From an optimization exercise on the open Yosys and OpenROAD flow, aimed at small area, a short achievable clock period and few clock cycles per item; shortcuts taken in it are not production practice. RTL that was checked went through simulation tests only; none was proved equivalent to the original. No functional check of the RTL was part of run 1.

==> flow/design.v, too long to show whole: its modules and the start of the top module <==
// module MADD: 65 lines
// module MSUB: 65 lines
// module DIV32: 61 lines
// module ModMult: 828 lines
// module NTT_ROM: 66 lines
// module NTT_WROM: 65 lines
// module NTTN: 189 lines
module NTTN (input             clk, reset,
             input             load_w,
             input             load_data,
             input             start,
             input             start_intt,
             input      [13:0] din,
             output reg        done,
             output reg [13:0] dout);
  // ...
==> flow/run.sh <==
#!/bin/bash
# synth_recipe.tcl (not shown) runs the flow's synth.tcl, then flattens the netlist and writes it again
# the make line also repeats each setting of config.mk as NAME=value (left out here)
make -C /OpenROAD-flow-scripts/flow DESIGN_CONFIG=/design/flow/config.mk WORK_HOME=/design/flow/orfs CLKGATE_MAP_FILE= SYNTH_SCRIPT=/design/flow/synth_recipe.tcl finish
==> flow/config.mk <==
export PLATFORM = sky130hd
export DESIGN_NAME = NTTN
export DESIGN_NICKNAME = NTTN
export VERILOG_FILES = /design/flow/design.v
export SDC_FILE = /design/flow/constraint.sdc
export NUM_CORES = 4
export LEC_CHECK = 0
export CAP_MARGIN = 20
export CORE_MARGIN = 2
export CORE_UTILIZATION = 40
export SETUP_SLACK_MARGIN = 3.9
export SLEW_MARGIN = 20
==> flow/constraint.sdc <==
create_clock -name core_clock -period 7.5 [get_ports {clk}]
set_input_delay 1.5000 -clock core_clock [delete_from_list [all_inputs] [get_ports {clk}]]
set_output_delay 1.5000 -clock core_clock [all_outputs]
set_load 0.01 [all_outputs]
==> metrics.yaml, run 1 <==
layout:
  nFlopsAndLatches: 1280
  n_all_inverters: 641
synthesis:
  synthArstFlopShare_pct: 1.88
  ys_top_cells_by_count: "738 x dfxtp_1, 630 x inv_1, 518 x edfxtp_1"
  synth.area.top_cells: "edfxtp_1 23%, dfxtp_1 22%, fa_1 13%"
  synth_top_area_cell: "edfxtp_1"
  syn_area_sq_um: 68700
  synth_top_family_by_area: "adder cells"
  synthAdderAreaFrac_pct: 18.7
  synth-xor-area-share_pct: 2.84
  synth_mux_area_share_pct: 12.7
placed_design:
  post-place-ws_ns: 2.52
  place.gp.congestion: 0.881
clock_network:
  clk_pin_slew_ns: 0.06
status:
  run_status: "no timing/DRC/antenna violations"
job:
  maxCapViolCount: 0
grt:
  grt_pass1_wl_um: 277000
  grt_pass1_vias: 44500
  gr-usage-met3_pct: 3.74
  use_met2_pct: 33.7
critical_path:
  crit_top_cell: "ha_4"
  cpPeakStageDelay_ns: 0.55
  required_ns: 8.13
floorplan:
  num_rows: 152
sta:
  setup_viol: 0
  fin_crit_sh_pct: 50.9
  period_needed_ns: 3.82
  final_hold_viol_count: 0
  final.setup_skew_ns: 0.0512
  tightest_slew_ns: 1.21
route:
  routedWlPerCell_um: 22.7
min_path:
  hp-class: "register to register"
  hp-start: "SD[3][5]"
==> module NTT_ROM, before the edit <==
module NTT_ROM(input [6:0] cnt, output reg v, output reg pa, output reg [3:0] ra0,
               output reg [3:0] ra1, output reg [3:0] tw, output reg sa,
               output reg sb, output reg sw);
always @(*) begin
    v = 1'b0; pa = 1'b0; ra0 = 4'd0; ra1 = 4'd0; tw = 4'd0; sa = 1'b0; sb = 1'b0; sw = 1'b0;
    case (cnt)
    7'd34: begin v = 1'b1; pa = 1'b1; ra0 = 4'd8; ra1 = 4'd0; tw = 4'd1; sa = 1'b0; sb = 1'b0; sw = 1'b0; end
    7'd35: begin v = 1'b1; pa = 1'b0; ra0 = 4'd1; ra1 = 4'd9; tw = 4'd3; sa = 1'b0; sb = 1'b0; sw = 1'b0; end
    7'd36: begin v = 1'b1; pa = 1'b0; ra0 = 4'd4; ra1 = 4'd12; tw = 4'd9; sa = 1'b0; sb = 1'b0; sw = 1'b0; end
    7'd37: begin v = 1'b1; pa = 1'b0; ra0 = 4'd5; ra1 = 4'd13; tw = 4'd10; sa = 1'b0; sb = 1'b0; sw = 1'b0; end
    7'd38: begin v = 1'b1; pa = 1'b1; ra0 = 4'd15; ra1 = 4'd7; tw = 4'd14; sa = 1'b0; sb = 1'b0; sw = 1'b0; end
    7'd39: begin v = 1'b1; pa = 1'b0; ra0 = 4'd0; ra1 = 4'd8; tw = 4'd0; sa = 1'b0; sb = 1'b0; sw = 1'b0; end
    7'd40: begin v = 1'b1; pa = 1'b1; ra0 = 4'd11; ra1 = 4'd3; tw = 4'd7; sa = 1'b0; sb = 1'b0; sw = 1'b0; end
    7'd41: begin v = 1'b1; pa = 1'b0; ra0 = 4'd2; ra1 = 4'd10; tw = 4'd5; sa = 1'b0; sb = 1'b0; sw = 1'b0; end
    7'd42: begin v = 1'b1; pa = 1'b1; ra0 = 4'd14; ra1 = 4'd6; tw = 4'd13; sa = 1'b0; sb = 1'b0; sw = 1'b0; end
    7'd43: begin v = 1'b1; pa = 1'b1; ra0 = 4'd4; ra1 = 4'd0; tw = 4'd2; sa = 1'b0; sb = 1'b1; sw = 1'b0; end
    7'd44: begin v = 1'b1; pa = 1'b1; ra0 = 4'd9; ra1 = 4'd1; tw = 4'd2; sa = 1'b0; sb = 1'b0; sw = 1'b0; end
    7'd45: begin v = 1'b1; pa = 1'b0; ra0 = 4'd6; ra1 = 4'd14; tw = 4'd12; sa = 1'b0; sb = 1'b0; sw = 1'b0; end
    7'd46: begin v = 1'b1; pa = 1'b1; ra0 = 4'd10; ra1 = 4'd2; tw = 4'd4; sa = 1'b0; sb = 1'b0; sw = 1'b0; end
    7'd47: begin v = 1'b1; pa = 1'b0; ra0 = 4'd7; ra1 = 4'd15; tw = 4'd15; sa = 1'b0; sb = 1'b0; sw = 1'b0; end
    7'd48: begin v = 1'b1; pa = 1'b1; ra0 = 4'd13; ra1 = 4'd5; tw = 4'd11; sa = 1'b0; sb = 1'b0; sw = 1'b0; end
    7'd49: begin v = 1'b1; pa = 1'b0; ra0 = 4'd2; ra1 = 4'd6; tw = 4'd10; sa = 1'b0; sb = 1'b1; sw = 1'b0; end
    7'd50: begin v = 1'b1; pa = 1'b0; ra0 = 4'd3; ra1 = 4'd11; tw = 4'd6; sa = 1'b0; sb = 1'b0; sw = 1'b0; end
    7'd51: begin v = 1'b1; pa = 1'b1; ra0 = 4'd5; ra1 = 4'd1; tw = 4'd4; sa = 1'b1; sb = 1'b0; sw = 1'b0; end
    7'd52: begin v = 1'b1; pa = 1'b1; ra0 = 4'd12; ra1 = 4'd4; tw = 4'd8; sa = 1'b0; sb = 1'b0; sw = 1'b0; end
    7'd53: begin v = 1'b1; pa = 1'b1; ra0 = 4'd6; ra1 = 4'd2; tw = 4'd8; sa = 1'b1; sb = 1'b0; sw = 1'b0; end
    7'd54: begin v = 1'b1; pa = 1'b1; ra0 = 4'd7; ra1 = 4'd3; tw = 4'd14; sa = 1'b0; sb = 1'b1; sw = 1'b0; end
    7'd55: begin v = 1'b1; pa = 1'b0; ra0 = 4'd1; ra1 = 4'd5; tw = 4'd6; sa = 1'b0; sb = 1'b1; sw = 1'b0; end
    7'd56: begin v = 1'b1; pa = 1'b1; ra0 = 4'd2; ra1 = 4'd0; tw = 4'd4; sa = 1'b0; sb = 1'b1; sw = 1'b0; end
    7'd57: begin v = 1'b1; pa = 1'b0; ra0 = 4'd3; ra1 = 4'd7; tw = 4'd12; sa = 1'b1; sb = 1'b0; sw = 1'b0; end
    7'd58: begin v = 1'b1; pa = 1'b0; ra0 = 4'd4; ra1 = 4'd6; tw = 4'd4; sa = 1'b0; sb = 1'b0; sw = 1'b1; end
    7'd59: begin v = 1'b1; pa = 1'b0; ra0 = 4'd0; ra1 = 4'd4; tw = 4'd0; sa = 1'b0; sb = 1'b1; sw = 1'b0; end
    7'd60: begin v = 1'b1; pa = 1'b1; ra0 = 4'd13; ra1 = 4'd9; tw = 4'd6; sa = 1'b0; sb = 1'b0; sw = 1'b1; end
    7'd61: begin v = 1'b1; pa = 1'b0; ra0 = 4'd11; ra1 = 4'd15; tw = 4'd14; sa = 1'b0; sb = 1'b0; sw = 1'b1; end
    7'd62: begin v = 1'b1; pa = 1'b0; ra0 = 4'd1; ra1 = 4'd3; tw = 4'd12; sa = 1'b1; sb = 1'b0; sw = 1'b0; end
    7'd63: begin v = 1'b1; pa = 1'b0; ra0 = 4'd8; ra1 = 4'd12; tw = 4'd2; sa = 1'b0; sb = 1'b0; sw = 1'b1; end
    7'd64: begin v = 1'b1; pa = 1'b0; ra0 = 4'd5; ra1 = 4'd7; tw = 4'd8; sa = 1'b0; sb = 1'b1; sw = 1'b1; end
    7'd65: begin v = 1'b1; pa = 1'b1; ra0 = 4'd15; ra1 = 4'd11; tw = 4'd12; sa = 1'b0; sb = 1'b0; sw = 1'b1; end
    7'd66: begin v = 1'b1; pa = 1'b0; ra0 = 4'd0; ra1 = 4'd2; tw = 4'd0; sa = 1'b1; sb = 1'b0; sw = 1'b0; end
    7'd67: begin v = 1'b1; pa = 1'b1; ra0 = 4'd3; ra1 = 4'd1; tw = 4'd8; sa = 1'b0; sb = 1'b0; sw = 1'b0; end
    7'd68: begin v = 1'b1; pa = 1'b1; ra0 = 4'd11; ra1 = 4'd9; tw = 4'd12; sa = 1'b0; sb = 1'b1; sw = 1'b1; end
    7'd69: begin v = 1'b1; pa = 1'b1; ra0 = 4'd1; ra1 = 4'd0; tw = 4'd8; sa = 1'b0; sb = 1'b1; sw = 1'b0; end
    7'd70: begin v = 1'b1; pa = 1'b1; ra0 = 4'd14; ra1 = 4'd10; tw = 4'd10; sa = 1'b0; sb = 1'b0; sw = 1'b1; end
    7'd71: begin v = 1'b1; pa = 1'b1; ra0 = 4'd7; ra1 = 4'd5; tw = 4'd12; sa = 1'b0; sb = 1'b0; sw = 1'b1; end
    7'd72: begin v = 1'b1; pa = 1'b1; ra0 = 4'd12; ra1 = 4'd8; tw = 4'd0; sa = 1'b0; sb = 1'b0; sw = 1'b1; end
    7'd73: begin v = 1'b1; pa = 1'b1; ra0 = 4'd6; ra1 = 4'd4; tw = 4'd0; sa = 1'b0; sb = 1'b0; sw = 1'b1; end
    7'd74: begin v = 1'b1; pa = 1'b0; ra0 = 4'd2; ra1 = 4'd3; tw = 4'd8; sa = 1'b0; sb = 1'b0; sw = 1'b1; end
    7'd75: begin v = 1'b1; pa = 1'b0; ra0 = 4'd10; ra1 = 4'd14; tw = 4'd8; sa = 1'b0; sb = 1'b0; sw = 1'b1; end
    7'd76: begin v = 1'b1; pa = 1'b0; ra0 = 4'd9; ra1 = 4'd13; tw = 4'd4; sa = 1'b0; sb = 1'b0; sw = 1'b1; end
    7'd77: begin v = 1'b1; pa = 1'b0; ra0 = 4'd8; ra1 = 4'd10; tw = 4'd4; sa = 1'b0; sb = 1'b1; sw = 1'b1; end
    7'd78: begin v = 1'b1; pa = 1'b0; ra0 = 4'd4; ra1 = 4'd5; tw = 4'd8; sa = 1'b0; sb = 1'b1; sw = 1'b1; end
    7'd79: begin v = 1'b1; pa = 1'b1; ra0 = 4'd14; ra1 = 4'd12; tw = 4'd4; sa = 1'b0; sb = 1'b0; sw = 1'b1; end
    7'd80: begin v = 1'b1; pa = 1'b0; ra0 = 4'd13; ra1 = 4'd15; tw = 4'd12; sa = 1'b0; sb = 1'b0; sw = 1'b1; end
    7'd81: begin v = 1'b1; pa = 1'b1; ra0 = 4'd7; ra1 = 4'd6; tw = 4'd8; sa = 1'b0; sb = 1'b0; sw = 1'b1; end
    7'd82: begin v = 1'b1; pa = 1'b1; ra0 = 4'd10; ra1 = 4'd8; tw = 4'd0; sa = 1'b0; sb = 1'b1; sw = 1'b1; end
    7'd83: begin v = 1'b1; pa = 1'b0; ra0 = 4'd9; ra1 = 4'd11; tw = 4'd8; sa = 1'b1; sb = 1'b0; sw = 1'b1; end
    7'd84: begin v = 1'b1; pa = 1'b0; ra0 = 4'd8; ra1 = 4'd9; tw = 4'd8; sa = 1'b1; sb = 1'b0; sw = 1'b1; end
    7'd85: begin v = 1'b1; pa = 1'b1; ra0 = 4'd15; ra1 = 4'd13; tw = 4'd8; sa = 1'b0; sb = 1'b0; sw = 1'b1; end
    7'd86: begin v = 1'b1; pa = 1'b0; ra0 = 4'd12; ra1 = 4'd14; tw = 4'd0; sa = 1'b0; sb = 1'b0; sw = 1'b1; end
    7'd87: begin v = 1'b1; pa = 1'b1; ra0 = 4'd11; ra1 = 4'd10; tw = 4'd8; sa = 1'b0; sb = 1'b0; sw = 1'b1; end
    7'd88: begin v = 1'b1; pa = 1'b0; ra0 = 4'd14; ra1 = 4'd15; tw = 4'd8; sa = 1'b0; sb = 1'b0; sw = 1'b1; end
    7'd89: begin v = 1'b1; pa = 1'b1; ra0 = 4'd13; ra1 = 4'd12; tw = 4'd8; sa = 1'b0; sb = 1'b0; sw = 1'b1; end
    default: ;
    endcase
end
endmodule
==> module NTTN, before the edit <==
module NTTN (input             clk, reset,
             input             load_w,
             input             load_data,
             input             start,
             input             start_intt,
             input      [13:0] din,
             output reg        done,
             output reg [13:0] dout);
localparam NM = 5;    
localparam T0 = 82;   
localparam LS = 2 + NM;        
localparam RUN0 = 34;          
integer i;
reg        lw_r, ld_r, st_r, sti_r;
reg [13:0] din_r;
always @(posedge clk or posedge reset) begin
    if (reset) begin
        lw_r <= 1'b0; ld_r <= 1'b0; st_r <= 1'b0; sti_r <= 1'b0;
    end else begin
        lw_r <= load_w; ld_r <= load_data; st_r <= start; sti_r <= start_intt;
    end
end
always @(posedge clk) din_r <= din;
reg        wact;
reg [6:0]  wcnt;
always @(posedge clk or posedge reset) begin
    if (reset) begin
        wact <= 1'b0; wcnt <= 7'd0;
    end else if (lw_r) begin
        wact <= 1'b1; wcnt <= 7'd0;
    end else if (wact) begin
        wcnt <= wcnt + 7'd1;
        if (wcnt == 7'd65) wact <= 1'b0;
    end
end
reg [13:0] Tr [0:15];
reg [3:0]  tph;
reg [13:0] q;
wire       tload = wact && (wcnt < 7'd16);
wire [3:0] tph_n = (wact && wcnt == 7'd15) ? 4'd0 : tph + 4'd1;
always @(posedge clk) begin
    for (i = 0; i < 15; i = i + 1) Tr[i] <= Tr[i + 1];
    Tr[15] <= tload ? din_r : Tr[0];
    tph <= tph_n;
    if (wact && wcnt == 7'd64) q <= din_r;
end
reg        act;
reg [6:0]  cnt;
reg        dirv, intt;
wire       strt  = st_r || sti_r;
wire       hold  = (cnt == RUN0) && !dirv && !strt;
wire       intt_n = (act && strt && !dirv) ? sti_r : intt;
wire [6:0] cnt_n = ld_r ? 7'd2 : (act && !hold) ? cnt + 7'd1 : cnt;
wire       act_n = ld_r ? 1'b1 : (act && cnt == T0 + 31) ? 1'b0 : act;
always @(posedge clk or posedge reset) begin
    if (reset) begin
        act <= 1'b0; cnt <= 7'd0; dirv <= 1'b0; intt <= 1'b0;
    end else begin
        act <= act_n;
        cnt <= cnt_n;
        if (ld_r) dirv <= 1'b0;
        else if (act && strt && !dirv) begin
            dirv <= 1'b1; intt <= sti_r;
        end
    end
end
wire       n_v, n_pa, n_sw, n_sa, n_sb;    
wire [3:0] n_ra0, n_ra1, n_tw;
NTT_ROM rom(.cnt(cnt_n), .v(n_v), .pa(n_pa), .ra0(n_ra0), .ra1(n_ra1), .tw(n_tw),
            .sa(n_sa), .sb(n_sb), .sw(n_sw));
reg        r_pa, r_sa, r_sb;
reg [3:0]  r_ra0, r_ra1, r_tw;
always @(posedge clk) begin
    r_pa <= n_pa; r_sa <= n_sa; r_sb <= n_sb;
    r_ra0 <= n_ra0; r_ra1 <= n_ra1; r_tw <= n_tw;
end
reg        dinw;
reg [4:0]  lj;
always @(posedge clk) begin
    dinw <= act_n && (cnt_n >= 7'd2) && (cnt_n <= 7'd33);
    lj   <= cnt_n[4:0] - 5'd2;
end
reg  [13:0] B0 [0:15];
reg  [13:0] B1 [0:15];
wire [13:0] rd0 = B0[r_ra0];
wire [13:0] rd1 = B1[r_ra1];
wire [13:0] W0, W1;             
wire [13:0] va_rf = r_pa ? rd1 : rd0;
wire [13:0] vb_rf = r_pa ? rd0 : rd1;
wire [13:0] va_w  = r_pa ? W1 : W0;
wire [13:0] vb_w  = r_pa ? W0 : W1;
reg  [13:0] X, Y, TW, TW1, S1, D1;
always @(posedge clk) begin
    X  <= r_sa ? va_w : va_rf;
    Y  <= r_sb ? vb_w : vb_rf;
    TW <= Tr[r_tw - tph];
end
wire [13:0] xy_s, xy_d;
MADD bma(.a(X), .b(Y), .q(q), .y(xy_s));
MSUB bms(.a(X), .b(Y), .q(q), .y(xy_d));
always @(posedge clk) begin
    S1  <= xy_s;
    D1  <= xy_d;
    TW1 <= TW;
end
wire [13:0] DM;
ModMult mm(.clk(clk), .A(D1), .B(TW1), .q(q), .C(DM));
reg [13:0] SD [1:NM];
always @(posedge clk) begin
    SD[1] <= S1;
    for (i = 2; i <= NM; i = i + 1) SD[i] <= SD[i - 1];
end
wire       m_v, m_pa, m_sw;
wire [3:0] m_ra0, m_ra1;
NTT_WROM wrom(.cnt(cnt_n), .v(m_v), .pa(m_pa), .ra0(m_ra0), .ra1(m_ra1), .sw(m_sw));
reg        w_v, w_pa, w_sw;
reg [3:0]  w_ra0, w_ra1;
always @(posedge clk or posedge reset) begin
    if (reset) w_v <= 1'b0;
    else       w_v <= act_n && m_v;
end
always @(posedge clk) begin
    w_pa <= m_pa; w_sw <= m_sw & intt_n; w_ra0 <= m_ra0; w_ra1 <= m_ra1;
end
wire [13:0] val_a = w_sw ? DM : SD[NM];
wire [13:0] val_b = w_sw ? SD[NM] : DM;
assign W0 = w_pa ? val_b : val_a;
assign W1 = w_pa ? val_a : val_b;
wire        ljp = ^lj;
always @(posedge clk) begin
    if (dinw ? !ljp : w_v) B0[dinw ? lj[4:1] : w_ra0] <= dinw ? din_r : W0;
    if (dinw ?  ljp : w_v) B1[dinw ? lj[4:1] : w_ra1] <= dinw ? din_r : W1;
end
wire [6:0] oc_n  = cnt_n - (T0 - 5);
wire [6:0] oc2_n = cnt_n - (T0 - 3);
wire [6:0] oce_n = cnt_n - (T0 - 6);      
wire       opar_n = ^oc_n[4:2];
wire       epar_n = ^oce_n[4:2];
reg  [3:0] oa0, oa1;
reg        opar, epar, oldf, oswp, osw4, osub;
always @(posedge clk) begin
    if (oc_n[1:0] == 2'd3) begin
        oa0 <= {oce_n[4:2], epar_n};
        oa1 <= {oce_n[4:2], ~epar_n};
    end else begin
        oa0 <= {oc_n[4:2], ~opar_n};
        oa1 <= {oc_n[4:2], opar_n};
    end
    opar   <= opar_n;
    epar   <= epar_n;
    oldf   <= (oc_n[1:0] == 2'd1);
    oswp   <= (oc_n[1:0] == 2'd3);
    osw4   <= intt_n && (oc_n[4:2] != 3'd0);
    osub   <= oc2_n[0] ^ (intt_n && !((oc2_n[4:2] == 3'd0) && !oc2_n[1]));
end
wire [13:0] o0 = B0[oa0];
wire [13:0] o1 = B1[oa1];
reg  [13:0] Ey0, Ey2, YS, YD, OPA, OPB, ZH, FH, R1, R2, R2a, R2b;
wire [13:0] ysum, ydif, oadd, osb, dva, dvb;
MADD oma1(.a(Ey0), .b(Ey2), .q(q), .y(ysum));
MSUB oms1(.a(Ey0), .b(Ey2), .q(q), .y(ydif));
MADD oma2(.a(OPA), .b(OPB), .q(q), .y(oadd));
MSUB oms2(.a(OPA), .b(OPB), .q(q), .y(osb));
DIV32 odv(.x(R1), .q(q), .ya(dva), .yb(dvb));
always @(posedge clk) begin
    Ey0 <= epar ? o1 : o0;
    Ey2 <= epar ? o0 : o1;
    YS  <= ysum;
    YD  <= ydif;
    if (oldf) begin
        OPB <= opar ? o0 : o1;
        FH  <= opar ? o1 : o0;
        OPA <= osw4 ? YD : YS;
        ZH  <= osw4 ? YS : YD;
    end else if (oswp) begin
        OPA <= ZH;
        OPB <= FH;
    end
    R1   <= osub ? osb : oadd;
    R2   <= R1;
    R2a  <= dva;
    R2b  <= dvb;
    dout <= intt ? R2a + R2b : R2;
end
always @(posedge clk or posedge reset) begin
    if (reset) done <= 1'b0;
    else       done <= act && (cnt == T0 - 2);
end
endmodule
==> inputs of run 2 (changes only) <==
--- a/flow/design.v
+++ b/flow/design.v
@@ -1,3 +1,3 @@
 localparam NM = 5;    
-localparam T0 = 82;   
+localparam T0 = 81;   
 module MADD (input [13:0] a, b, q, output [13:0] y);
@@ -1022,128 +1022,63 @@
 module NTT_ROM(input [6:0] cnt, output reg v, output reg pa, output reg [3:0] ra0,
-               output reg [3:0] ra1, output reg [3:0] tw, output reg sa,
-               output reg sb, output reg sw);
+               output reg [3:0] ra1, output reg [3:0] tw, output reg [1:0] sa,
+               output reg [1:0] sb, output reg sw);
 always @(*) begin
-    v = 1'b0; pa = 1'b0; ra0 = 4'd0; ra1 = 4'd0; tw = 4'd0; sa = 1'b0; sb = 1'b0; sw = 1'b0;
+    v = 1'b0; pa = 1'b0; ra0 = 4'd0; ra1 = 4'd0; tw = 4'd0; sa = 2'd0; sb = 2'd0; sw = 1'b0;
     case (cnt)
-    7'd34: begin v = 1'b1; pa = 1'b1; ra0 = 4'd8; ra1 = 4'd0; tw = 4'd1; sa = 1'b0; sb = 1'b0; sw = 1'b0; end
-    7'd35: begin v = 1'b1; pa = 1'b0; ra0 = 4'd1; ra1 = 4'd9; tw = 4'd3; sa = 1'b0; sb = 1'b0; sw = 1'b0; end
-    7'd36: begin v = 1'b1; pa = 1'b0; ra0 = 4'd4; ra1 = 4'd12; tw = 4'd9; sa = 1'b0; sb = 1'b0; sw = 1'b0; end
-    7'd37: begin v = 1'b1; pa = 1'b0; ra0 = 4'd5; ra1 = 4'd13; tw = 4'd10; sa = 1'b0; sb = 1'b0; sw = 1'b0; end
-    7'd38: begin v = 1'b1; pa = 1'b1; ra0 = 4'd15; ra1 = 4'd7; tw = 4'd14; sa = 1'b0; sb = 1'b0; sw = 1'b0; end
-    7'd39: begin v = 1'b1; pa = 1'b0; ra0 = 4'd0; ra1 = 4'd8; tw = 4'd0; sa = 1'b0; sb = 1'b0; sw = 1'b0; end
-    7'd40: begin v = 1'b1; pa = 1'b1; ra0 = 4'd11; ra1 = 4'd3; tw = 4'd7; sa = 1'b0; sb = 1'b0; sw = 1'b0; end
-    7'd41: begin v = 1'b1; pa = 1'b0; ra0 = 4'd2; ra1 = 4'd10; tw = 4'd5; sa = 1'b0; sb = 1'b0; sw = 1'b0; end
-    7'd42: begin v = 1'b1; pa = 1'b1; ra0 = 4'd14; ra1 = 4'd6; tw = 4'd13; sa = 1'b0; sb = 1'b0; sw = 1'b0; end
-    7'd43: begin v = 1'b1; pa = 1'b1; ra0 = 4'd4; ra1 = 4'd0; tw = 4'd2; sa = 1'b0; sb = 1'b1; sw = 1'b0; end
-    7'd44: begin v = 1'b1; pa = 1'b1; ra0 = 4'd9; ra1 = 4'd1; tw = 4'd2; sa = 1'b0; sb = 1'b0; sw = 1'b0; end
-    7'd45: begin v = 1'b1; pa = 1'b0; ra0 = 4'd6; ra1 = 4'd14; tw = 4'd12; sa = 1'b0; sb = 1'b0; sw = 1'b0; end
-    7'd46: begin v = 1'b1; pa = 1'b1; ra0 = 4'd10; ra1 = 4'd2; tw = 4'd4; sa = 1'b0; sb = 1'b0; sw = 1'b0; end
-    7'd47: begin v = 1'b1; pa = 1'b0; ra0 = 4'd7; ra1 = 4'd15; tw = 4'd15; sa = 1'b0; sb = 1'b0; sw = 1'b0; end
-    7'd48: begin v = 1'b1; pa = 1'b1; ra0 = 4'd13; ra1 = 4'd5; tw = 4'd11; sa = 1'b0; sb = 1'b0; sw = 1'b0; end
-    7'd49: begin v = 1'b1; pa = 1'b0; ra0 = 4'd2; ra1 = 4'd6; tw = 4'd10; sa = 1'b0; sb = 1'b1; sw = 1'b0; end
-    7'd50: begin v = 1'b1; pa = 1'b0; ra0 = 4'd3; ra1 = 4'd11; tw = 4'd6; sa = 1'b0; sb = 1'b0; sw = 1'b0; end
-    7'd51: begin v = 1'b1; pa = 1'b1; ra0 = 4'd5; ra1 = 4'd1; tw = 4'd4; sa = 1'b1; sb = 1'b0; sw = 1'b0; end
-    7'd52: begin v = 1'b1; pa = 1'b1; ra0 = 4'd12; ra1 = 4'd4; tw = 4'd8; sa = 1'b0; sb = 1'b0; sw = 1'b0; end
-    7'd53: begin v = 1'b1; pa = 1'b1; ra0 = 4'd6; ra1 = 4'd2; tw = 4'd8; sa = 1'b1; sb = 1'b0; sw = 1'b0; end
-    7'd54: begin v = 1'b1; pa = 1'b1; ra0 = 4'd7; ra1 = 4'd3; tw = 4'd14; sa = 1'b0; sb = 1'b1; sw = 1'b0; end
-    7'd55: begin v = 1'b1; pa = 1'b0; ra0 = 4'd1; ra1 = 4'd5; tw = 4'd6; sa = 1'b0; sb = 1'b1; sw = 1'b0; end
-    7'd56: begin v = 1'b1; pa = 1'b1; ra0 = 4'd2; ra1 = 4'd0; tw = 4'd4; sa = 1'b0; sb = 1'b1; sw = 1'b0; end
-    7'd57: begin v = 1'b1; pa = 1'b0; ra0 = 4'd3; ra1 = 4'd7; tw = 4'd12; sa = 1'b1; sb = 1'b0; sw = 1'b0; end
-    7'd58: begin v = 1'b1; pa = 1'b0; ra0 = 4'd4; ra1 = 4'd6; tw = 4'd4; sa = 1'b0; sb = 1'b0; sw = 1'b1; end
-    7'd59: begin v = 1'b1; pa = 1'b0; ra0 = 4'd0; ra1 = 4'd4; tw = 4'd0; sa = 1'b0; sb = 1'b1; sw = 1'b0; end
-    7'd60: begin v = 1'b1; pa = 1'b1; ra0 = 4'd13; ra1 = 4'd9; tw = 4'd6; sa = 1'b0; sb = 1'b0; sw = 1'b1; end
-    7'd61: begin v = 1'b1; pa = 1'b0; ra0 = 4'd11; ra1 = 4'd15; tw = 4'd14; sa = 1'b0; sb = 1'b0; sw = 1'b1; end
-    7'd62: begin v = 1'b1; pa = 1'b0; ra0 = 4'd1; ra1 = 4'd3; tw = 4'd12; sa = 1'b1; sb = 1'b0; sw = 1'b0; end
-    7'd63: begin v = 1'b1; pa = 1'b0; ra0 = 4'd8; ra1 = 4'd12; tw = 4'd2; sa = 1'b0; sb = 1'b0; sw = 1'b1; end
-    7'd64: begin v = 1'b1; pa = 1'b0; ra0 = 4'd5; ra1 = 4'd7; tw = 4'd8; sa = 1'b0; sb = 1'b1; sw = 1'b1; end
-    7'd65: begin v = 1'b1; pa = 1'b1; ra0 = 4'd15; ra1 = 4'd11; tw = 4'd12; sa = 1'b0; sb = 1'b0; sw = 1'b1; end
-    7'd66: begin v = 1'b1; pa = 1'b0; ra0 = 4'd0; ra1 = 4'd2; tw = 4'd0; sa = 1'b1; sb = 1'b0; sw = 1'b0; end
-    7'd67: begin v = 1'b1; pa = 1'b1; ra0 = 4'd3; ra1 = 4'd1; tw = 4'd8; sa = 1'b0; sb = 1'b0; sw = 1'b0; end
-    7'd68: begin v = 1'b1; pa = 1'b1; ra0 = 4'd11; ra1 = 4'd9; tw = 4'd12; sa = 1'b0; sb = 1'b1; sw = 1'b1; end
-    7'd69: begin v = 1'b1; pa = 1'b1; ra0 = 4'd1; ra1 = 4'd0; tw = 4'd8; sa = 1'b0; sb = 1'b1; sw = 1'b0; end
-    7'd70: begin v = 1'b1; pa = 1'b1; ra0 = 4'd14; ra1 = 4'd10; tw = 4'd10; sa = 1'b0; sb = 1'b0; sw = 1'b1; end
-    7'd71: begin v = 1'b1; pa = 1'b1; ra0 = 4'd7; ra1 = 4'd5; tw = 4'd12; sa = 1'b0; sb = 1'b0; sw = 1'b1; end
-    7'd72: begin v = 1'b1; pa = 1'b1; ra0 = 4'd12; ra1 = 4'd8; tw = 4'd0; sa = 1'b0; sb = 1'b0; sw = 1'b1; end
-    7'd73: begin v = 1'b1; pa = 1'b1; ra0 = 4'd6; ra1 = 4'd4; tw = 4'd0; sa = 1'b0; sb = 1'b0; sw = 1'b1; end
-    7'd74: begin v = 1'b1; pa = 1'b0; ra0 = 4'd2; ra1 = 4'd3; tw = 4'd8; sa = 1'b0; sb = 1'b0; sw = 1'b1; end
-    7'd75: begin v = 1'b1; pa = 1'b0; ra0 = 4'd10; ra1 = 4'd14; tw = 4'd8; sa = 1'b0; sb = 1'b0; sw = 1'b1; end
-    7'd76: begin v = 1'b1; pa = 1'b0; ra0 = 4'd9; ra1 = 4'd13; tw = 4'd4; sa = 1'b0; sb = 1'b0; sw = 1'b1; end
-    7'd77: begin v = 1'b1; pa = 1'b0; ra0 = 4'd8; ra1 = 4'd10; tw = 4'd4; sa = 1'b0; sb = 1'b1; sw = 1'b1; end
-    7'd78: begin v = 1'b1; pa = 1'b0; ra0 = 4'd4; ra1 = 4'd5; tw = 4'd8; sa = 1'b0; sb = 1'b1; sw = 1'b1; end
-    7'd79: begin v = 1'b1; pa = 1'b1; ra0 = 4'd14; ra1 = 4'd12; tw = 4'd4; sa = 1'b0; sb = 1'b0; sw = 1'b1; end
-    7'd80: begin v = 1'b1; pa = 1'b0; ra0 = 4'd13; ra1 = 4'd15; tw = 4'd12; sa = 1'b0; sb = 1'b0; sw = 1'b1; end
-    7'd81: begin v = 1'b1; pa = 1'b1; ra0 = 4'd7; ra1 = 4'd6; tw = 4'd8; sa = 1'b0; sb = 1'b0; sw = 1'b1; end
-    7'd82: begin v = 1'b1; pa = 1'b1; ra0 = 4'd10; ra1 = 4'd8; tw = 4'd0; sa = 1'b0; sb = 1'b1; sw = 1'b1; end
-    7'd83: begin v = 1'b1; pa = 1'b0; ra0 = 4'd9; ra1 = 4'd11; tw = 4'd8; sa = 1'b1; sb = 1'b0; sw = 1'b1; end
-    7'd84: begin v = 1'b1; pa = 1'b0; ra0 = 4'd8; ra1 = 4'd9; tw = 4'd8; sa = 1'b1; sb = 1'b0; sw = 1'b1; end
-    7'd85: begin v = 1'b1; pa = 1'b1; ra0 = 4'd15; ra1 = 4'd13; tw = 4'd8; sa = 1'b0; sb = 1'b0; sw = 1'b1; end
-    7'd86: begin v = 1'b1; pa = 1'b0; ra0 = 4'd12; ra1 = 4'd14; tw = 4'd0; sa = 1'b0; sb = 1'b0; sw = 1'b1; end
-    7'd87: begin v = 1'b1; pa = 1'b1; ra0 = 4'd11; ra1 = 4'd10; tw = 4'd8; sa = 1'b0; sb = 1'b0; sw = 1'b1; end
-    7'd88: begin v = 1'b1; pa = 1'b0; ra0 = 4'd14; ra1 = 4'd15; tw = 4'd8; sa = 1'b0; sb = 1'b0; sw = 1'b1; end
-    7'd89: begin v = 1'b1; pa = 1'b1; ra0 = 4'd13; ra1 = 4'd12; tw = 4'd8; sa = 1'b0; sb = 1'b0; sw = 1'b1; end
-    default: ;
-    endcase
-end
-endmodule
-module NTT_WROM(input [6:0] cnt, output reg v, output reg pa, output reg [3:0] ra0,
-                output reg [3:0] ra1, output reg sw);
-always @(*) begin
-    v = 1'b0; pa = 1'b0; ra0 = 4'd0; ra1 = 4'd0; sw = 1'b0;
-    case (cnt)
-    7'd41: begin v = 1'b1; pa = 1'b1; ra0 = 4'd8; ra1 = 4'd0; sw = 1'b0; end
-    7'd42: begin v = 1'b1; pa = 1'b0; ra0 = 4'd1; ra1 = 4'd9; sw = 1'b0; end
-    7'd43: begin v = 1'b1; pa = 1'b0; ra0 = 4'd4; ra1 = 4'd12; sw = 1'b0; end
-    7'd44: begin v = 1'b1; pa = 1'b0; ra0 = 4'd5; ra1 = 4'd13; sw = 1'b0; end
-    7'd45: begin v = 1'b1; pa = 1'b1; ra0 = 4'd15; ra1 = 4'd7; sw = 1'b0; end
-    7'd46: begin v = 1'b1; pa = 1'b0; ra0 = 4'd0; ra1 = 4'd8; sw = 1'b0; end
-    7'd47: begin v = 1'b1; pa = 1'b1; ra0 = 4'd11; ra1 = 4'd3; sw = 1'b0; end
-    7'd48: begin v = 1'b1; pa = 1'b0; ra0 = 4'd2; ra1 = 4'd10; sw = 1'b0; end
-    7'd49: begin v = 1'b1; pa = 1'b1; ra0 = 4'd14; ra1 = 4'd6; sw = 1'b0; end
-    7'd50: begin v = 1'b1; pa = 1'b1; ra0 = 4'd4; ra1 = 4'd0; sw = 1'b0; end
-    7'd51: begin v = 1'b1; pa = 1'b1; ra0 = 4'd9; ra1 = 4'd1; sw = 1'b0; end
-    7'd52: begin v = 1'b1; pa = 1'b0; ra0 = 4'd6; ra1 = 4'd14; sw = 1'b0; end
-    7'd53: begin v = 1'b1; pa = 1'b1; ra0 = 4'd10; ra1 = 4'd2; sw = 1'b0; end
-    7'd54: begin v = 1'b1; pa = 1'b0; ra0 = 4'd7; ra1 = 4'd15; sw = 1'b0; end
-    7'd55: begin v = 1'b1; pa = 1'b1; ra0 = 4'd13; ra1 = 4'd5; sw = 1'b0; end
-    7'd56: begin v = 1'b1; pa = 1'b0; ra0 = 4'd2; ra1 = 4'd6; sw = 1'b0; end
-    7'd57: begin v = 1'b1; pa = 1'b0; ra0 = 4'd3; ra1 = 4'd11; sw = 1'b0; end
-    7'd58: begin v = 1'b1; pa = 1'b1; ra0 = 4'd5; ra1 = 4'd1; sw = 1'b0; end
-    7'd59: begin v = 1'b1; pa = 1'b1; ra0 = 4'd12; ra1 = 4'd4; sw = 1'b0; end
-    7'd60: begin v = 1'b1; pa = 1'b1; ra0 = 4'd6; ra1 = 4'd2; sw = 1'b0; end
-    7'd61: begin v = 1'b1; pa = 1'b1; ra0 = 4'd7; ra1 = 4'd3; sw = 1'b0; end
-    7'd62: begin v = 1'b1; pa = 1'b0; ra0 = 4'd1; ra1 = 4'd5; sw = 1'b0; end
-    7'd63: begin v = 1'b1; pa = 1'b1; ra0 = 4'd2; ra1 = 4'd0; sw = 1'b0; end
-    7'd64: begin v = 1'b1; pa = 1'b0; ra0 = 4'd3; ra1 = 4'd7; sw = 1'b0; end
-    7'd65: begin v = 1'b1; pa = 1'b0; ra0 = 4'd4; ra1 = 4'd6; sw = 1'b1; end
-    7'd66: begin v = 1'b1; pa = 1'b0; ra0 = 4'd0; ra1 = 4'd4; sw = 1'b0; end
-    7'd67: begin v = 1'b1; pa = 1'b1; ra0 = 4'd13; ra1 = 4'd9; sw = 1'b1; end
-    7'd68: begin v = 1'b1; pa = 1'b0; ra0 = 4'd11; ra1 = 4'd15; sw = 1'b1; end
-    7'd69: begin v = 1'b1; pa = 1'b0; ra0 = 4'd1; ra1 = 4'd3; sw = 1'b0; end
-    7'd70: begin v = 1'b1; pa = 1'b0; ra0 = 4'd8; ra1 = 4'd12; sw = 1'b1; end
-    7'd71: begin v = 1'b1; pa = 1'b0; ra0 = 4'd5; ra1 = 4'd7; sw = 1'b1; end
-    7'd72: begin v = 1'b1; pa = 1'b1; ra0 = 4'd15; ra1 = 4'd11; sw = 1'b1; end
-    7'd73: begin v = 1'b1; pa = 1'b0; ra0 = 4'd0; ra1 = 4'd2; sw = 1'b0; end
-    7'd74: begin v = 1'b1; pa = 1'b1; ra0 = 4'd3; ra1 = 4'd1; sw = 1'b0; end
-    7'd75: begin v = 1'b1; pa = 1'b1; ra0 = 4'd11; ra1 = 4'd9; sw = 1'b1; end
-    7'd76: begin v = 1'b1; pa = 1'b1; ra0 = 4'd1; ra1 = 4'd0; sw = 1'b0; end
-    7'd77: begin v = 1'b1; pa = 1'b1; ra0 = 4'd14; ra1 = 4'd10; sw = 1'b1; end
-    7'd78: begin v = 1'b1; pa = 1'b1; ra0 = 4'd7; ra1 = 4'd5; sw = 1'b1; end
-    7'd79: begin v = 1'b1; pa = 1'b1; ra0 = 4'd12; ra1 = 4'd8; sw = 1'b1; end
-    7'd80: begin v = 1'b1; pa = 1'b1; ra0 = 4'd6; ra1 = 4'd4; sw = 1'b1; end
-    7'd81: begin v = 1'b1; pa = 1'b0; ra0 = 4'd2; ra1 = 4'd3; sw = 1'b1; end
-    7'd82: begin v = 1'b1; pa = 1'b0; ra0 = 4'd10; ra1 = 4'd14; sw = 1'b1; end
-    7'd83: begin v = 1'b1; pa = 1'b0; ra0 = 4'd9; ra1 = 4'd13; sw = 1'b1; end
-    7'd84: begin v = 1'b1; pa = 1'b0; ra0 = 4'd8; ra1 = 4'd10; sw = 1'b1; end
-    7'd85: begin v = 1'b1; pa = 1'b0; ra0 = 4'd4; ra1 = 4'd5; sw = 1'b1; end
-    7'd86: begin v = 1'b1; pa = 1'b1; ra0 = 4'd14; ra1 = 4'd12; sw = 1'b1; end
-    7'd87: begin v = 1'b1; pa = 1'b0; ra0 = 4'd13; ra1 = 4'd15; sw = 1'b1; end
-    7'd88: begin v = 1'b1; pa = 1'b1; ra0 = 4'd7; ra1 = 4'd6; sw = 1'b1; end
-    7'd89: begin v = 1'b1; pa = 1'b1; ra0 = 4'd10; ra1 = 4'd8; sw = 1'b1; end
-    7'd90: begin v = 1'b1; pa = 1'b0; ra0 = 4'd9; ra1 = 4'd11; sw = 1'b1; end
-    7'd91: begin v = 1'b1; pa = 1'b0; ra0 = 4'd8; ra1 = 4'd9; sw = 1'b1; end
-    7'd92: begin v = 1'b1; pa = 1'b1; ra0 = 4'd15; ra1 = 4'd13; sw = 1'b1; end
-    7'd93: begin v = 1'b1; pa = 1'b0; ra0 = 4'd12; ra1 = 4'd14; sw = 1'b1; end
-    7'd94: begin v = 1'b1; pa = 1'b1; ra0 = 4'd11; ra1 = 4'd10; sw = 1'b1; end
-    7'd95: begin v = 1'b1; pa = 1'b0; ra0 = 4'd14; ra1 = 4'd15; sw = 1'b1; end
-    7'd96: begin v = 1'b1; pa = 1'b1; ra0 = 4'd13; ra1 = 4'd12; sw = 1'b1; end
+    7'd34: begin v = 1'b1; pa = 1'b1; ra0 = 4'd14; ra1 = 4'd6; tw = 4'd13; sa = 2'd0; sb = 2'd0; sw = 1'b0; end
+    7'd35: begin v = 1'b1; pa = 1'b0; ra0 = 4'd4; ra1 = 4'd12; tw = 4'd9; sa = 2'd0; sb = 2'd0; sw = 1'b0; end
+    7'd36: begin v = 1'b1; pa = 1'b0; ra0 = 4'd7; ra1 = 4'd15; tw = 4'd15; sa = 2'd0; sb = 2'd0; sw = 1'b0; end
+    7'd37: begin v = 1'b1; pa = 1'b1; ra0 = 4'd10; ra1 = 4'd2; tw = 4'd4; sa = 2'd0; sb = 2'd0; sw = 1'b0; end
+    7'd38: begin v = 1'b1; pa = 1'b1; ra0 = 4'd9; ra1 = 4'd1; tw = 4'd2; sa = 2'd0; sb = 2'd0; sw = 1'b0; end
+    7'd39: begin v = 1'b1; pa = 1'b0; ra0 = 4'd1; ra1 = 4'd9; tw = 4'd3; sa = 2'd0; sb = 2'd0; sw = 1'b0; end
+    7'd40: begin v = 1'b1; pa = 1'b0; ra0 = 4'd5; ra1 = 4'd13; tw = 4'd10; sa = 2'd0; sb = 2'd0; sw = 1'b0; end
+    7'd41: begin v = 1'b1; pa = 1'b1; ra0 = 4'd8; ra1 = 4'd0; tw = 4'd1; sa = 2'd0; sb = 2'd0; sw = 1'b0; end
+    7'd42: begin v = 1'b1; pa = 1'b1; ra0 = 4'd12; ra1 = 4'd4; tw = 4'd8; sa = 2'd0; sb = 2'd0; sw = 1'b0; end
+    7'd43: begin v = 1'b1; pa = 1'b1; ra0 = 4'd15; ra1 = 4'd7; tw = 4'd14; sa = 2'd0; sb = 2'd0; sw = 1'b0; end
+    7'd44: begin v = 1'b1; pa = 1'b0; ra0 = 4'd2; ra1 = 4'd10; tw = 4'd5; sa = 2'd0; sb = 2'd0; sw = 1'b0; end
+    7'd45: begin v = 1'b1; pa = 1'b0; ra0 = 4'd3; ra1 = 4'd11; tw = 4'd6; sa = 2'd0; sb = 2'd0; sw = 1'b0; end
+    7'd46: begin v = 1'b1; pa = 1'b1; ra0 = 4'd11; ra1 = 4'd3; tw = 4'd7; sa = 2'd0; sb = 2'd0; sw = 1'b0; end
+    7'd47: begin v = 1'b1; pa = 1'b1; ra0 = 4'd5; ra1 = 4'd1; tw = 4'd4; sa = 2'd0; sb = 2'd1; sw = 1'b0; end
+    7'd48: begin v = 1'b1; pa = 1'b0; ra0 = 4'd8; ra1 = 4'd12; tw = 4'd2; sa = 2'd1; sb = 2'd0; sw = 1'b1; end
+    7'd49: begin v = 1'b1; pa = 1'b1; ra0 = 4'd4; ra1 = 4'd0; tw = 4'd2; sa = 2'd0; sb = 2'd0; sw = 1'b0; end
+    7'd50: begin v = 1'b1; pa = 1'b0; ra0 = 4'd0; ra1 = 4'd8; tw = 4'd0; sa = 2'd0; sb = 2'd0; sw = 1'b0; end
+    7'd51: begin v = 1'b1; pa = 1'b1; ra0 = 4'd13; ra1 = 4'd5; tw = 4'd11; sa = 2'd0; sb = 2'd0; sw = 1'b0; end
+    7'd52: begin v = 1'b1; pa = 1'b0; ra0 = 4'd3; ra1 = 4'd7; tw = 4'd12; sa = 2'd1; sb = 2'd0; sw = 1'b0; end
+    7'd53: begin v = 1'b1; pa = 1'b1; ra0 = 4'd7; ra1 = 4'd3; tw = 4'd14; sa = 2'd1; sb = 2'd0; sw = 1'b0; end
+    7'd54: begin v = 1'b1; pa = 1'b1; ra0 = 4'd14; ra1 = 4'd10; tw = 4'd10; sa = 2'd0; sb = 2'd0; sw = 1'b1; end
+    7'd55: begin v = 1'b1; pa = 1'b0; ra0 = 4'd6; ra1 = 4'd14; tw = 4'd12; sa = 2'd0; sb = 2'd0; sw = 1'b0; end
+    7'd56: begin v = 1'b1; pa = 1'b0; ra0 = 4'd11; ra1 = 4'd15; tw = 4'd14; sa = 2'd0; sb = 2'd0; sw = 1'b1; end
+    7'd57: begin v = 1'b1; pa = 1'b1; ra0 = 4'd6; ra1 = 4'd2; tw = 4'd8; sa = 2'd0; sb = 2'd2; sw = 1'b0; end
+    7'd58: begin v = 1'b1; pa = 1'b0; ra0 = 4'd1; ra1 = 4'd5; tw = 4'd6; sa = 2'd0; sb = 2'd1; sw = 1'b0; end
+    7'd59: begin v = 1'b1; pa = 1'b0; ra0 = 4'd0; ra1 = 4'd4; tw = 4'd0; sa = 2'd0; sb = 2'd0; sw = 1'b0; end
+    7'd60: begin v = 1'b1; pa = 1'b0; ra0 = 4'd1; ra1 = 4'd3; tw = 4'd12; sa = 2'd2; sb = 2'd1; sw = 1'b0; end
+    7'd61: begin v = 1'b1; pa = 1'b1; ra0 = 4'd13; ra1 = 4'd9; tw = 4'd6; sa = 2'd0; sb = 2'd0; sw = 1'b1; end
+    7'd62: begin v = 1'b1; pa = 1'b1; ra0 = 4'd12; ra1 = 4'd8; tw = 4'd0; sa = 2'd0; sb = 2'd0; sw = 1'b1; end
+    7'd63: begin v = 1'b1; pa = 1'b0; ra0 = 4'd2; ra1 = 4'd6; tw = 4'd10; sa = 2'd0; sb = 2'd0; sw = 1'b0; end
+    7'd64: begin v = 1'b1; pa = 1'b1; ra0 = 4'd3; ra1 = 4'd1; tw = 4'd8; sa = 2'd0; sb = 2'd0; sw = 1'b0; end
+    7'd65: begin v = 1'b1; pa = 1'b1; ra0 = 4'd2; ra1 = 4'd0; tw = 4'd4; sa = 2'd0; sb = 2'd2; sw = 1'b0; end
+    7'd66: begin v = 1'b1; pa = 1'b0; ra0 = 4'd0; ra1 = 4'd2; tw = 4'd0; sa = 2'd1; sb = 2'd0; sw = 1'b0; end
+    7'd67: begin v = 1'b1; pa = 1'b1; ra0 = 4'd1; ra1 = 4'd0; tw = 4'd8; sa = 2'd2; sb = 2'd1; sw = 1'b0; end
+    7'd68: begin v = 1'b1; pa = 1'b1; ra0 = 4'd7; ra1 = 4'd5; tw = 4'd12; sa = 2'd0; sb = 2'd0; sw = 1'b1; end
+    7'd69: begin v = 1'b1; pa = 1'b1; ra0 = 4'd6; ra1 = 4'd4; tw = 4'd0; sa = 2'd0; sb = 2'd0; sw = 1'b1; end
+    7'd70: begin v = 1'b1; pa = 1'b0; ra0 = 4'd4; ra1 = 4'd6; tw = 4'd4; sa = 2'd0; sb = 2'd1; sw = 1'b1; end
+    7'd71: begin v = 1'b1; pa = 1'b0; ra0 = 4'd5; ra1 = 4'd7; tw = 4'd8; sa = 2'd0; sb = 2'd0; sw = 1'b1; end
+    7'd72: begin v = 1'b1; pa = 1'b0; ra0 = 4'd9; ra1 = 4'd13; tw = 4'd4; sa = 2'd0; sb = 2'd0; sw = 1'b1; end
+    7'd73: begin v = 1'b1; pa = 1'b0; ra0 = 4'd2; ra1 = 4'd3; tw = 4'd8; sa = 2'd0; sb = 2'd0; sw = 1'b1; end
+    7'd74: begin v = 1'b1; pa = 1'b0; ra0 = 4'd8; ra1 = 4'd10; tw = 4'd4; sa = 2'd0; sb = 2'd0; sw = 1'b1; end
+    7'd75: begin v = 1'b1; pa = 1'b0; ra0 = 4'd10; ra1 = 4'd14; tw = 4'd8; sa = 2'd0; sb = 2'd0; sw = 1'b1; end
+    7'd76: begin v = 1'b1; pa = 1'b1; ra0 = 4'd15; ra1 = 4'd11; tw = 4'd12; sa = 2'd0; sb = 2'd0; sw = 1'b1; end
+    7'd77: begin v = 1'b1; pa = 1'b0; ra0 = 4'd4; ra1 = 4'd5; tw = 4'd8; sa = 2'd1; sb = 2'd0; sw = 1'b1; end
+    7'd78: begin v = 1'b1; pa = 1'b1; ra0 = 4'd11; ra1 = 4'd9; tw = 4'd12; sa = 2'd0; sb = 2'd0; sw = 1'b1; end
+    7'd79: begin v = 1'b1; pa = 1'b0; ra0 = 4'd13; ra1 = 4'd15; tw = 4'd12; sa = 2'd0; sb = 2'd0; sw = 1'b1; end
+    7'd80: begin v = 1'b1; pa = 1'b1; ra0 = 4'd14; ra1 = 4'd12; tw = 4'd4; sa = 2'd0; sb = 2'd0; sw = 1'b1; end
+    7'd81: begin v = 1'b1; pa = 1'b1; ra0 = 4'd7; ra1 = 4'd6; tw = 4'd8; sa = 2'd0; sb = 2'd0; sw = 1'b1; end
+    7'd82: begin v = 1'b1; pa = 1'b1; ra0 = 4'd10; ra1 = 4'd8; tw = 4'd0; sa = 2'd0; sb = 2'd1; sw = 1'b1; end
+    7'd83: begin v = 1'b1; pa = 1'b1; ra0 = 4'd15; ra1 = 4'd13; tw = 4'd8; sa = 2'd0; sb = 2'd1; sw = 1'b1; end
+    7'd84: begin v = 1'b1; pa = 1'b0; ra0 = 4'd9; ra1 = 4'd11; tw = 4'd8; sa = 2'd0; sb = 2'd0; sw = 1'b1; end
+    7'd85: begin v = 1'b1; pa = 1'b0; ra0 = 4'd8; ra1 = 4'd9; tw = 4'd8; sa = 2'd0; sb = 2'd1; sw = 1'b1; end
+    7'd86: begin v = 1'b1; pa = 1'b1; ra0 = 4'd11; ra1 = 4'd10; tw = 4'd8; sa = 2'd0; sb = 2'd0; sw = 1'b1; end
+    7'd87: begin v = 1'b1; pa = 1'b1; ra0 = 4'd13; ra1 = 4'd12; tw = 4'd8; sa = 2'd1; sb = 2'd0; sw = 1'b1; end
+    7'd88: begin v = 1'b1; pa = 1'b0; ra0 = 4'd14; ra1 = 4'd15; tw = 4'd8; sa = 2'd0; sb = 2'd0; sw = 1'b1; end
+    7'd89: begin v = 1'b1; pa = 1'b0; ra0 = 4'd12; ra1 = 4'd14; tw = 4'd0; sa = 2'd0; sb = 2'd0; sw = 1'b1; end
     default: ;
@@ -1161,3 +1096,3 @@
 localparam NM = 5;    
-localparam T0 = 82;   
+localparam T0 = 81;   
 localparam LS = 2 + NM;        
@@ -1203,2 +1138,3 @@
 wire       hold  = (cnt == RUN0) && !dirv && !strt;
+wire       intt_now = dirv ? intt : sti_r;
 wire       intt_n = (act && strt && !dirv) ? sti_r : intt;
@@ -1218,12 +1154,17 @@
 end
-wire       n_v, n_pa, n_sw, n_sa, n_sb;    
+wire       n_v, n_pa, n_sw;
+wire [1:0] n_sa;
 wire [3:0] n_ra0, n_ra1, n_tw;
+wire [1:0] n_sb;
 NTT_ROM rom(.cnt(cnt_n), .v(n_v), .pa(n_pa), .ra0(n_ra0), .ra1(n_ra1), .tw(n_tw),
             .sa(n_sa), .sb(n_sb), .sw(n_sw));
-reg        r_pa, r_sa, r_sb;
+reg        r_v, r_pa, r_sw;
+reg  [1:0] r_sa;
 reg [3:0]  r_ra0, r_ra1, r_tw;
+reg [1:0]  r_sb;
 always @(posedge clk) begin
-    r_pa <= n_pa; r_sa <= n_sa; r_sb <= n_sb;
+    r_v <= n_v; r_pa <= n_pa; r_sw <= n_sw; r_sa <= n_sa; r_sb <= n_sb;
     r_ra0 <= n_ra0; r_ra1 <= n_ra1; r_tw <= n_tw;
 end
+wire issue = act && r_v && !hold;
 reg        dinw;
@@ -1245,4 +1186,4 @@
 always @(posedge clk) begin
-    X  <= r_sa ? va_w : va_rf;
-    Y  <= r_sb ? vb_w : vb_rf;
+    X  <= r_sa[1] ? S1 : r_sa[0] ? va_w : va_rf;
+    Y  <= (r_sb == 2'd3) ? din_r : (r_sb == 2'd2) ? S1 : r_sb[0] ? vb_w : vb_rf;
     TW <= Tr[r_tw - tph];
@@ -1264,22 +1205,29 @@
 end
-wire       m_v, m_pa, m_sw;
-wire [3:0] m_ra0, m_ra1;
-NTT_WROM wrom(.cnt(cnt_n), .v(m_v), .pa(m_pa), .ra0(m_ra0), .ra1(m_ra1), .sw(m_sw));
-reg        w_v, w_pa, w_sw;
-reg [3:0]  w_ra0, w_ra1;
+reg        tv  [1:LS];
+reg        tpa [1:LS];
+reg        tsw [1:LS];
+reg [3:0]  tr0 [1:LS];
+reg [3:0]  tr1 [1:LS];
 always @(posedge clk or posedge reset) begin
-    if (reset) w_v <= 1'b0;
-    else       w_v <= act_n && m_v;
+    if (reset) begin
+        for (i = 1; i <= LS; i = i + 1) tv[i] <= 1'b0;
+    end else begin
+        tv[1] <= issue;
+        for (i = 2; i <= LS; i = i + 1) tv[i] <= tv[i - 1];
+    end
 end
 always @(posedge clk) begin
-    w_pa <= m_pa; w_sw <= m_sw & intt_n; w_ra0 <= m_ra0; w_ra1 <= m_ra1;
+    tpa[1] <= r_pa; tsw[1] <= r_sw & intt_now; tr0[1] <= r_ra0; tr1[1] <= r_ra1;
+    for (i = 2; i <= LS; i = i + 1) begin
+        tpa[i] <= tpa[i - 1]; tsw[i] <= tsw[i - 1]; tr0[i] <= tr0[i - 1]; tr1[i] <= tr1[i - 1];
+    end
 end
-wire [13:0] val_a = w_sw ? DM : SD[NM];
-wire [13:0] val_b = w_sw ? SD[NM] : DM;
-assign W0 = w_pa ? val_b : val_a;
-assign W1 = w_pa ? val_a : val_b;
+wire [13:0] val_a = tsw[LS] ? DM : SD[NM];
+wire [13:0] val_b = tsw[LS] ? SD[NM] : DM;
+assign W0 = tpa[LS] ? val_b : val_a;
+assign W1 = tpa[LS] ? val_a : val_b;
 wire        ljp = ^lj;
 always @(posedge clk) begin
-    if (dinw ? !ljp : w_v) B0[dinw ? lj[4:1] : w_ra0] <= dinw ? din_r : W0;
-    if (dinw ?  ljp : w_v) B1[dinw ? lj[4:1] : w_ra1] <= dinw ? din_r : W1;
+    if (dinw ? !ljp : tv[LS]) B0[dinw ? lj[4:1] : tr0[LS]] <= dinw ? din_r : W0;
+    if (dinw ?  ljp : tv[LS]) B1[dinw ? lj[4:1] : tr1[LS]] <= dinw ? din_r : W1;
 end
@@ -1287,17 +1235,9 @@
 wire [6:0] oc2_n = cnt_n - (T0 - 3);
-wire [6:0] oce_n = cnt_n - (T0 - 6);      
 wire       opar_n = ^oc_n[4:2];
-wire       epar_n = ^oce_n[4:2];
 reg  [3:0] oa0, oa1;
-reg        opar, epar, oldf, oswp, osw4, osub;
+reg        opar, oldf, oswp, osw4, osub;
 always @(posedge clk) begin
-    if (oc_n[1:0] == 2'd3) begin
-        oa0 <= {oce_n[4:2], epar_n};
-        oa1 <= {oce_n[4:2], ~epar_n};
-    end else begin
-        oa0 <= {oc_n[4:2], ~opar_n};
-        oa1 <= {oc_n[4:2], opar_n};
-    end
+    oa0    <= {oc_n[4:2], oc_n[0] ^ opar_n};
+    oa1    <= {oc_n[4:2], ~(oc_n[0] ^ opar_n)};
     opar   <= opar_n;
-    epar   <= epar_n;
     oldf   <= (oc_n[1:0] == 2'd1);
@@ -1309,3 +1249,3 @@
 wire [13:0] o1 = B1[oa1];
-reg  [13:0] Ey0, Ey2, YS, YD, OPA, OPB, ZH, FH, R1, R2, R2a, R2b;
+reg  [13:0] Ey0, Ey2, OPA, OPB, ZH, FH, R1, R2, R2a, R2b;
 wire [13:0] ysum, ydif, oadd, osb, dva, dvb;
@@ -1317,6 +1257,4 @@
 always @(posedge clk) begin
-    Ey0 <= epar ? o1 : o0;
-    Ey2 <= epar ? o0 : o1;
-    YS  <= ysum;
-    YD  <= ydif;
+    Ey0 <= opar ? o1 : o0;
+    Ey2 <= opar ? o0 : o1;
     if (oldf) begin
@@ -1324,4 +1262,4 @@
         FH  <= opar ? o1 : o0;
-        OPA <= osw4 ? YD : YS;
-        ZH  <= osw4 ? YS : YD;
+        OPA <= osw4 ? ydif : ysum;
+        ZH  <= osw4 ? ysum : ydif;
     end else if (oswp) begin
==> run 2 against run 1 <==
Effect of this change: via count shrank 0.88%; register-to-register slack better by 0.08 ns; die area up 0.33%; critical path depth is the same; global-route usage is 0.56 points lower.
==> metrics.yaml, run 2 <==
status:
  run_status: "no timing/DRC/antenna violations"  # unchanged
route:
  routedWlPerCell_um: 22.1  # was 22.7 um
  drt-total-wl_um: 180000  # was 185000 um
  drtAntennaViolNets: 0  # unchanged
  route.detailed.drc: 0  # unchanged
  dr.pass1.iters: 7  # was 6
  vias: 43500  # was 43900
  routed_via_density: 5.34  # was 5.40
  drt_iter0_drc: 3919  # was 3830
critical_path:
  crit_arrival_ns: 4.36  # was 4.45 ns
  timing_worst_setup_path_type: "register to register"  # unchanged
  crit_end: "S1[8]"  # was S1[3]
  r2r_setup_slack_ns: 3.77  # was 3.68 ns
  required_ns: 8.13  # about the same
  worstSetupEndpointType: "register"  # unchanged
  r2r_start: "Y[1]"  # unchanged
  startpoint_type: "register"  # unchanged
  worstReg2RegEnd: "S1[8]"  # was S1[3]
  reg2reg_depth: 15  # unchanged
  path_max_fanout: 8  # was 5
  crit_start: "Y[1]"  # unchanged
sta:
  max-slew-margin-rel_pct: 33.2  # was 19.5%
  drv_slew: 0  # unchanged
  setup_viol: 0  # unchanged
  fin_crit_sh_pct: 49.8  # was 50.9%
  final.setup_skew_ns: 0.0581  # was 0.0512 ns
  setup_tns_ns: 0  # unchanged
  fmaxAchievable_mhz: 268  # was 262 MHz
  tightest_slew_ns: 0.998  # was 1.21 ns
  period_needed_ns: 3.73  # was 3.82 ns
  grt_setup_unrepaired: "true"  # unchanged
  final_hold_viol_count: 0  # unchanged
clock_network:
  clock_latency_ns: 0.80  # about the same
  ctsHtreeMaxLevel: 4  # unchanged
  cts_root_buf: "clkbuf_16"  # unchanged
  cts_buffers: 139  # was 140
  cts_buffer_depth: 3  # unchanged
  cts_sinks: 1321  # was 1280
  cts_tree: "built"  # unchanged
  clk_pin_slew_ns: 0.06  # about the same
synthesis:
  synth_ff_type: "dfxtp_1"  # unchanged
  synth_top_area_cell: "edfxtp_1"  # unchanged
  yosysMostFrequentCell: "dfxtp_1"  # unchanged
  synth_area_per_cell_sq_um: 12.5  # was 12.3 sq um
  synthArstFlopShare_pct: 2.27  # was 1.88%
  ys_ff_latch: 1321  # was 1280
  synthesis.nets: 6305  # was 6384
  ys_seq_area_share_pct: 46.1  # was 45.1%
  ys_warn_count: 10  # was 6
  ys_types: 91  # was 92
  yosys.area.top_type_share_pct: 22.6  # was 22.7%
  synth.area.top_cells: "edfxtp_1 23%, dfxtp_1 22%, fa_1 13%"  # unchanged
  syn_inst: 5524  # was 5601
  synth_edf_count: 518  # unchanged
  syn_area_sq_um: 68900  # was 68700 sq um
  ys_top_cells_by_count: "773 x dfxtp_1, 639 x inv_1, 518 x edfxtp_1"  # was 738 x dfxtp_1, 630 x inv_1, 518 x edfxtp_1
layout:
  final_net_count: 6506  # was 6564
  multi_input_area_sq_um: 35300  # was 35800 sq um
  antennaDiodeCount: 0  # was 2
  layout_commonest_cell: "dfxtp_1"  # unchanged
  final_cell_mix: "725 x dfxtp_1, 597 x inv_1, 518 x edfxtp_1, 412 x fa_1, 314 x nand2_1"  # was 687 x dfxtp_1, 579 x inv_1, 518 x edfxtp_1, 410 x fa_1, 364 x nand2_1
  syn2layout_area_growth_pct: 16.1  # was 15.2%
  regArea_sq_um: 31900  # was 31000 sq um
  drive_above_1_share_pct: 21.2  # was 20.2%
  stdcell_count: 8148  # was 8128
  fillers: 15100  # about the same
floorplan:
  start_util_pct: 40.2  # about the same
  dieArea_sq_um: 176000  # was 175000 sq um
  ios: 35  # unchanged
  die_x_um: 419  # was 418 um
  die_y_um: 419  # was 418 um
  num_rows: 152  # unchanged
  core_area_sq_um: 171000  # about the same
grt:
  grt-ovfl-total: 0  # unchanged
  grt_pass1_vias: 44100  # was 44500
  grt_max_degree: 62  # was 86
  grt.total_usage_pct: 20.5  # was 21.1%
  antenna_found_initial: 9  # was 8
  grt_pass1_wl_um: 272000  # was 277000 um
placed_design:
  io_buffers: 34  # unchanged
  place.gp.congestion: 0.878  # was 0.881
  dp_hpwl_um: 124000  # was 126000 um
  placed_cells: 7755  # was 7735
min_path:
  hp-class: "register to register"  # unchanged
  min_path_cells: 0  # unchanged
job:
  maxCapViolCount: 0  # unchanged
## run 2: timing repair
| item | in CTS | in global routing |
|---|---|---|
| pin swaps | 65 | 84 |
| buffers inserted | 63 | 72 |
| gates cloned | 3 | 1 |
| hold buffers | 0 | 0 |
| endpoints found under the setup margin | 148 | 125 |
| resized for setup | 178 | 207 |
## run 2: final cells by class
cell class | instances | share of cell area, %
multi-input combinational | 3336 | 44.1
sequential | 1321 | 39.9
clock buffer | 188 | 5.01
tap | 2310 | 3.62
inverter | 656 | 3.15
timing repair buffer | 271 | 3.06
clock inverter | 66 | 1.20
## run 2: routing by layer
layer | global-route usage [%] | part of all wire [%]
met5 | 0 | 0.0072
met2 | 32.3 | 46
met4 | 6.89 | 3.1
met3 | 3.02 | 6.2
met1 | 29.0 | 44
## run 2: cells by family after synthesis
family	count (synthesis)	share of synthesized area (%)
and+or+nand+nor	1109	7.66
xor gates and xnor gates	215	2.74
DFF	1321	46.1
buffers and inverters	870	4.91
AOI/OAI and AO/OA	762	7.32
muxes	486	12.6
adders and majority gates	761	18.6
## run 2: worst min-delay path by stage
stage	from	endpoint	slack (ns)
global route	SD[1][9]	SD[2][9]	0.31
CTS	SD[1][9]	SD[2][9]	0.30
detailed placement	SD[2][3]	SD[3][3]	0.31
finish	SD[1][9]	SD[2][9]	0.30
global placement	SD[2][5]	SD[3][5]	0.31
floorplan	R1[5]	R2[5]	0.31
## run 2: per-stage QoR
stage | utilization, % | instance area, sq um | setup WS [ns] | hold WS [ns]
detailed placement | 42.1 | 72200 | 2.76 | 0.312
finish | 46.7 | 79900 | 3.77 | 0.296
global placement | 42.1 | 72200 | 2.86 | 0.310
CTS | 45.9 | 78600 | 3.80 | 0.299
global route | 46.7 | 79900 | 3.69 | 0.309
floorplan | - | 68900 | 3.89 | 0.310
## run 2: worst max-delay path, stage by stage (launching register included)
cell and delay (ns):
dfxtp_4 0.35, inv_4 0.04, ha_4 0.28, inv_4 0.04
fa_1 0.46, ha_1 0.29, a21o_1 0.17, a21o_1 0.17
a21o_1 0.18, o31a_1 0.29, a221oi_4 0.35, o311ai_2 0.17
o211ai_2 0.15, xnor2_4 0.16, buf_12 0.17, mux2_4 0.31
Testbench counts of run 2, summed over its fixed seeds: cycles 7,232, transforms 64.

-- afterwards: timing with drivers on the ports --
How much do the figures lean on ideal ports? The routed layouts below were timed once more, with nothing changed but the port constraints.
Step 1 (the two cells are an assumption about what drives the block):
set clk [get_ports {clk}]
set_driving_cell -lib_cell sky130_fd_sc_hd__clkbuf_16 $clk
set_driving_cell -lib_cell sky130_fd_sc_hd__buf_2 [delete_from_list [all_inputs] $clk]
Step 2 adds t to the input delays and takes it off the output delays; t is the mean of the earliest and latest rising clock arrival at the registers after step 1. Input paths then give back, and output paths get back, about the clock's delay inside the block.
Slacks: no drivers / after step 1 / after step 2; pairs: no drivers / after step 1.
run | t (ns) | setup slack, ns | clock arrival spread, ns | slew at the worst register clock pin (ns)
run 1 | 0.853 | 3.684 / 3.684 / 3.684 | 0.055 / 0.055 | 0.07 / 0.07
run 2 | 0.846 | 3.767 / 3.767 / 3.767 | 0.059 / 0.060 | 0.07 / 0.07
After both steps setup and hold are still met in every run listed.
